Background: an optimization exercise with open tools, aiming at small area and a short achievable clock period. Do not read the settings as production practice.
No activity file was given, so power comes from the tool's default toggle rates.

==> run E <==
// fp_adder
module fp_adder (clk, rst, A, B, res);
  input clk;
  input rst;
  input [31:0] A;
  input [31:0] B;
  output reg [31:0] res;
  wire [22:0] m0;
  wire [7:0]  d0w;
  wire [7:0]  e0;
  wire        s0;
  swap_sel sel (.A(A), .B(B), .m(m0), .d(d0w), .e(e0), .s(s0));
  reg  [22:0] x1;      
  reg  [22:0] m1;      
  reg  [7:0]  d1;      
  reg  [7:0]  e1;      
  reg         s1;      
  reg         sub1;    
  always @(posedge clk) begin
    x1   <= A[22:0] ^ B[22:0];
    m1   <= m0;
    d1   <= d0w;
    e1   <= e0;
    s1   <= s0;
    sub1 <= A[31] ^ B[31];
  end
  wire [22:0] l1   = m1 ^ x1;
  wire        big1 = |d1[7:5];
  wire [22:0] sh   = big1 ? 23'd0 : (m1 >> d1[4:0]);
  wire        d0   = (d1 == 8'd0);
  wire        lnz  = |l1;
  wire        mnz  = |m1;
  wire        e255 = &e1;
  wire        nan  = e255 & (lnz | (d0 & mnz));
  wire        z    = (e1 == 8'd0) & ~lnz;
  reg  [22:0] l2;
  reg  [22:0] m2;
  reg  [7:0]  e2;
  reg         s2;
  reg         sub2;
  always @(posedge clk) begin
  ...
==> module swap_sel, before the edit <==
module swap_sel (A, B, m, d, e, s);
  input  [31:0] A;
  input  [31:0] B;
  output [22:0] m;
  output [7:0]  d;
  output [7:0]  e;
  output        s;
  wire [7:0] eA = A[30:23];
  wire [7:0] eB = B[30:23];
  wire [7:0] ep = eA ^ ~eB;
  wire [7:0] eg [0:3];
  wire [7:0] et [0:3];
  assign eg[0] = eA & ~eB;
  assign et[0] = ep;
  genvar l, i;
  generate
    for (l = 0; l < 3; l = l + 1) begin : elev
      for (i = 0; i < 8; i = i + 1) begin : ebit
        if ((i >> l) & 1) begin : cmb
          localparam integer J = ((i >> l) << l) - 1;
          assign eg[l+1][i] = eg[l][i] | (et[l][i] & eg[l][J]);
          assign et[l+1][i] = et[l][i] & et[l][J];
        end else begin : pas
          assign eg[l+1][i] = eg[l][i];
          assign et[l+1][i] = et[l][i];
        end
      end
    end
  endgenerate
  wire       gt   = eg[3][7];
  wire [7:0] d_ab = ep ^ {eg[3][6:0] | et[3][6:0], 1'b1};
  wire [7:0] d_ba = ~(ep ^ {eg[3][6:0], 1'b0});
  assign d = gt ? d_ab : d_ba;
  assign m = gt ? B[22:0] : A[22:0];
  assign e = gt ? A[30:23] : B[30:23];
  assign s = gt ? A[31] : B[31];
endmodule
==> module fp_adder, before the edit <==
module fp_adder (clk, rst, A, B, res);
  input clk;
  input rst;
  input [31:0] A;
  input [31:0] B;
  output reg [31:0] res;
  wire [22:0] m0;
  wire [7:0]  d0w;
  wire [7:0]  e0;
  wire        s0;
  swap_sel sel (.A(A), .B(B), .m(m0), .d(d0w), .e(e0), .s(s0));
  reg  [22:0] x1;      
  reg  [22:0] m1;      
  reg  [7:0]  d1;      
  reg  [7:0]  e1;      
  reg         s1;      
  reg         sub1;    
  always @(posedge clk) begin
    x1   <= A[22:0] ^ B[22:0];
    m1   <= m0;
    d1   <= d0w;
    e1   <= e0;
    s1   <= s0;
    sub1 <= A[31] ^ B[31];
  end
  wire [22:0] l1   = m1 ^ x1;
  wire        big1 = |d1[7:5];
  wire [22:0] sh   = big1 ? 23'd0 : (m1 >> d1[4:0]);
  wire        d0   = (d1 == 8'd0);
  wire        lnz  = |l1;
  wire        mnz  = |m1;
  wire        e255 = &e1;
  wire        nan  = e255 & (lnz | (d0 & mnz));
  wire        z    = (e1 == 8'd0) & ~lnz;
  reg  [22:0] l2;
  reg  [22:0] m2;
  reg  [7:0]  e2;
  reg         s2;
  reg         sub2;
  always @(posedge clk) begin
    l2   <= e255 ? 23'd0 : l1;
    m2   <= e255 ? {22'd0, nan | (d0 & sub1)} : sh;
    e2   <= e1;
    s2   <= nan ? 1'b0 : s1 ^ (d0 & sub1 & (e255 | (z & mnz)));
    sub2 <= sub1 & ~e255 & ~z;
  end
  genvar l, i;
  wire [22:0] ab = m2 ^ {23{sub2}};
  wire [22:0] ap = l2 ^ ab;
  wire [22:0] ag [0:5];
  wire [22:0] at [0:5];
  assign ag[0] = (l2 & ab) | {22'd0, ap[0] & sub2};
  assign at[0] = ap;
  generate
    for (l = 0; l < 5; l = l + 1) begin : alev
      for (i = 0; i < 23; i = i + 1) begin : abit
        if ((i >> l) & 1) begin : cmb
          localparam integer J = ((i >> l) << l) - 1;
          assign ag[l+1][i] = ag[l][i] | (at[l][i] & ag[l][J]);
          assign at[l+1][i] = at[l][i] & at[l][J];
        end else begin : pas
          assign ag[l+1][i] = ag[l][i];
          assign at[l+1][i] = at[l][i];
        end
      end
    end
  endgenerate
  wire [22:0] sum  = ap ^ {ag[5][21:0], sub2};
  wire        cout = ag[5][22];
  reg  [23:0] S3;
  reg  [7:0]  e3;
  reg         s3;
  always @(posedge clk) begin
    S3 <= {cout ^ sub2, sum};
    e3 <= e2;
    s3 <= s2;
  end
  wire [7:0]  einc;
  genvar k;
  generate
    for (k = 0; k < 8; k = k + 1) begin : inc
      if (k == 0) begin : b0
        assign einc[0] = ~e3[0];
      end else begin : bk
        assign einc[k] = e3[k] ^ (&e3[k-1:0]);
      end
    end
  endgenerate
  wire [7:0]  eo  = S3[23] ? einc : e3;
  wire [22:0] fo  = S3[23] ? S3[23:1] : S3[22:0];
  wire        clr = S3[23] ? (e3 == 8'd127) : (e3 == 8'd128);
  always @(posedge clk) begin
    if (!rst)
      res <= 32'd0;
    else
      res <= {s3, eo, clr ? 23'd0 : fo};
  end
endmodule
clock: 5.0 ns
lec_check: 0
abc_area: 1
cap_margin: 20
core_margin: 2
core_utilization: 55
cts_buf_list: sky130_fd_sc_hd__clkbuf_8
cts_cluster_size: 40
setup_slack_margin: 3.0
slew_margin: 20
synth_hierarchical: 1
standard.sh (not shown) runs the stock make flow with config.mk's settings and CLKGATE_MAP_FILE= SYNTH_SCRIPT=/design/flow/synth_recipe.tcl, a recipe that flattens the netlist after the stock synthesis.
==> flow/flow/run.sh <==
#!/bin/bash
# Standard layout with two changes: adders are left to ABC instead of the
# full/half adder cells, and the port buffers are buf_2 instead of delay cells.
export ADDER_MAP_FILE=
export BUFFER_PORTS_ARGS="-buffer_cell sky130_fd_sc_hd__buf_2"
bash standard.sh > standard.log 2>&1
==> run C: changes against run E <==
==> flow/design.v (replaced) <==
module fp_adder (clk, rst, A, B, res);
  input clk;
  input rst;
  input [31:0] A;
  input [31:0] B;
  output reg [31:0] res;
  wire [7:0]  eA = A[30:23];
  wire [7:0]  eB = B[30:23];
  wire        gt = eA > eB;
  wire [7:0]  d  = gt ? eA - eB : eB - eA;
  reg  [22:0] l1;      
  reg  [22:0] m1;      
  reg  [4:0]  d1;      
  reg         big1;    
  reg  [7:0]  e1;      
  reg         s1;      
  reg         sub1;    
  always @(posedge clk) begin
    l1   <= gt ? A[22:0] : B[22:0];
    m1   <= gt ? B[22:0] : A[22:0];
    d1   <= d[4:0];
    big1 <= |d[7:5];
    e1   <= gt ? eA : eB;
    s1   <= gt ? A[31] : B[31];
    sub1 <= A[31] ^ B[31];
  end
  wire [22:0] sh   = big1 ? 23'd0 : (m1 >> d1);
  wire        d0   = (d1 == 5'd0) & ~big1;
  wire        lnz  = |l1;
  wire        mnz  = |m1;
  wire        e255 = &e1;
  wire        nan  = e255 & (lnz | (d0 & mnz));
  wire        z    = (e1 == 8'd0) & ~lnz;
  reg  [22:0] l2;
  reg  [22:0] m2;
  reg  [7:0]  e2;
  reg         s2;
  reg         sub2;
  always @(posedge clk) begin
    l2   <= e255 ? 23'd0 : l1;
    m2   <= e255 ? {22'd0, nan | (d0 & sub1)} : sh;
    e2   <= e1;
    s2   <= nan ? 1'b0 : s1 ^ (d0 & sub1 & (e255 | (z & mnz)));
    sub2 <= sub1 & ~e255 & ~z;
  end
  wire [23:0] sum = sub2 ? {1'b0, l2} - {1'b0, m2} : {1'b0, l2} + {1'b0, m2};
  reg  [23:0] S3;
  reg  [7:0]  e3;
  reg         s3;
  always @(posedge clk) begin
    S3 <= sum;
    e3 <= e2;
    s3 <= s2;
  end
  wire [7:0]  eo = S3[23] ? e3 + 8'd1 : e3;
  wire [22:0] fo = S3[23] ? S3[23:1] : S3[22:0];
  always @(posedge clk or negedge rst) begin
    if (!rst)
      res <= 32'd0;
    else
      res <= {s3, eo, (eo == 8'd128) ? 23'd0 : fo};
  end
endmodule
==> flow/run.sh (new file) <==
#!/bin/bash
# synth_recipe.tcl (not shown) runs the flow's synth.tcl, then flattens the netlist and writes it again
# the make line also repeats each setting of config.mk as NAME=value (left out here)
make -C /OpenROAD-flow-scripts/flow DESIGN_CONFIG=/design/flow/config.mk WORK_HOME=/design/flow/orfs CLKGATE_MAP_FILE= SYNTH_SCRIPT=/design/flow/synth_recipe.tcl finish
==> flow/config.mk (replaced) <==
export PLATFORM = sky130hd
export DESIGN_NAME = fp_adder
export DESIGN_NICKNAME = fp_adder
export VERILOG_FILES = /design/flow/design.v
export SDC_FILE = /design/flow/constraint.sdc
export NUM_CORES = 4
export LEC_CHECK = 0
export CAP_MARGIN = 20
export CORE_MARGIN = 2
export CORE_UTILIZATION = 40
export SLEW_MARGIN = 20
removed: flow/flow/run.sh
removed: flow/standard.sh
==> qor summary <==
metric                                                                  run C           run E
Run status                                                     finished clean  finished clean
Proportion of cell area occupied by multi-input gates                   0.438           0.443
Critical Path Start                                                     A[23]    sub2$_DFF_P_
Final routed wire length divided by cell count                   14.5 microns    12.2 microns
Core occupancy in the finished layout                                   0.487           0.659
Via count of the first global-routing pass                               6231            6221
Sequential cell count of the final layout                                 183             185
Repair and plain buffers                                                  104             121
Unrepaired setup endpoints after global routing                         false            true
Achievable clock frequency                                            273 MHz         502 MHz
Seq area share                                                          0.361           0.358
Final critical-path setup slack                                       1.34 ns         3.01 ns
Power share of the sequential group                                     0.351           0.429
Multi-Input Combinational                                                 625             836
Proportion of final cell area spent on non-clock buffers               0.0977          0.0711
Data required time at the worst endpoint                              5.31 ns         5.38 ns
Clock-pin transition on the worst setup and hold timing paths         0.07 ns         0.10 ns
No run of this note included a check of the RTL's function; only the layout flow was run.

[port drivers added, routing unchanged]
Ports are ideal in the flow. The routed layouts listed here were re-timed in OpenROAD.
Step 1: set_driving_cell puts a clkbuf_16 on clk and a buf_2 on each other input, an assumption about the parent block.
Step 2 also shifts input and output timing later by t, the mid clock arrival at the registers, as if the neighbouring blocks saw the same clock.
a / b / c = no drivers / after step 1 / after step 2; a / b = the first two.
run	shift t [ns]	slack for setup (ns)	worst setup path after step 2	pins driven straight from the clock port
run E	0.514	3.009 / 3.009 / 2.614	input to register	1
run C	0.466	1.341 / 1.360 / 0.894	input to register	1
After both steps setup and hold are still met in every run listed. For run C, which loses most, drivers alone change the setup slack by +0.019 ns; drivers and shift together by -0.447 ns.
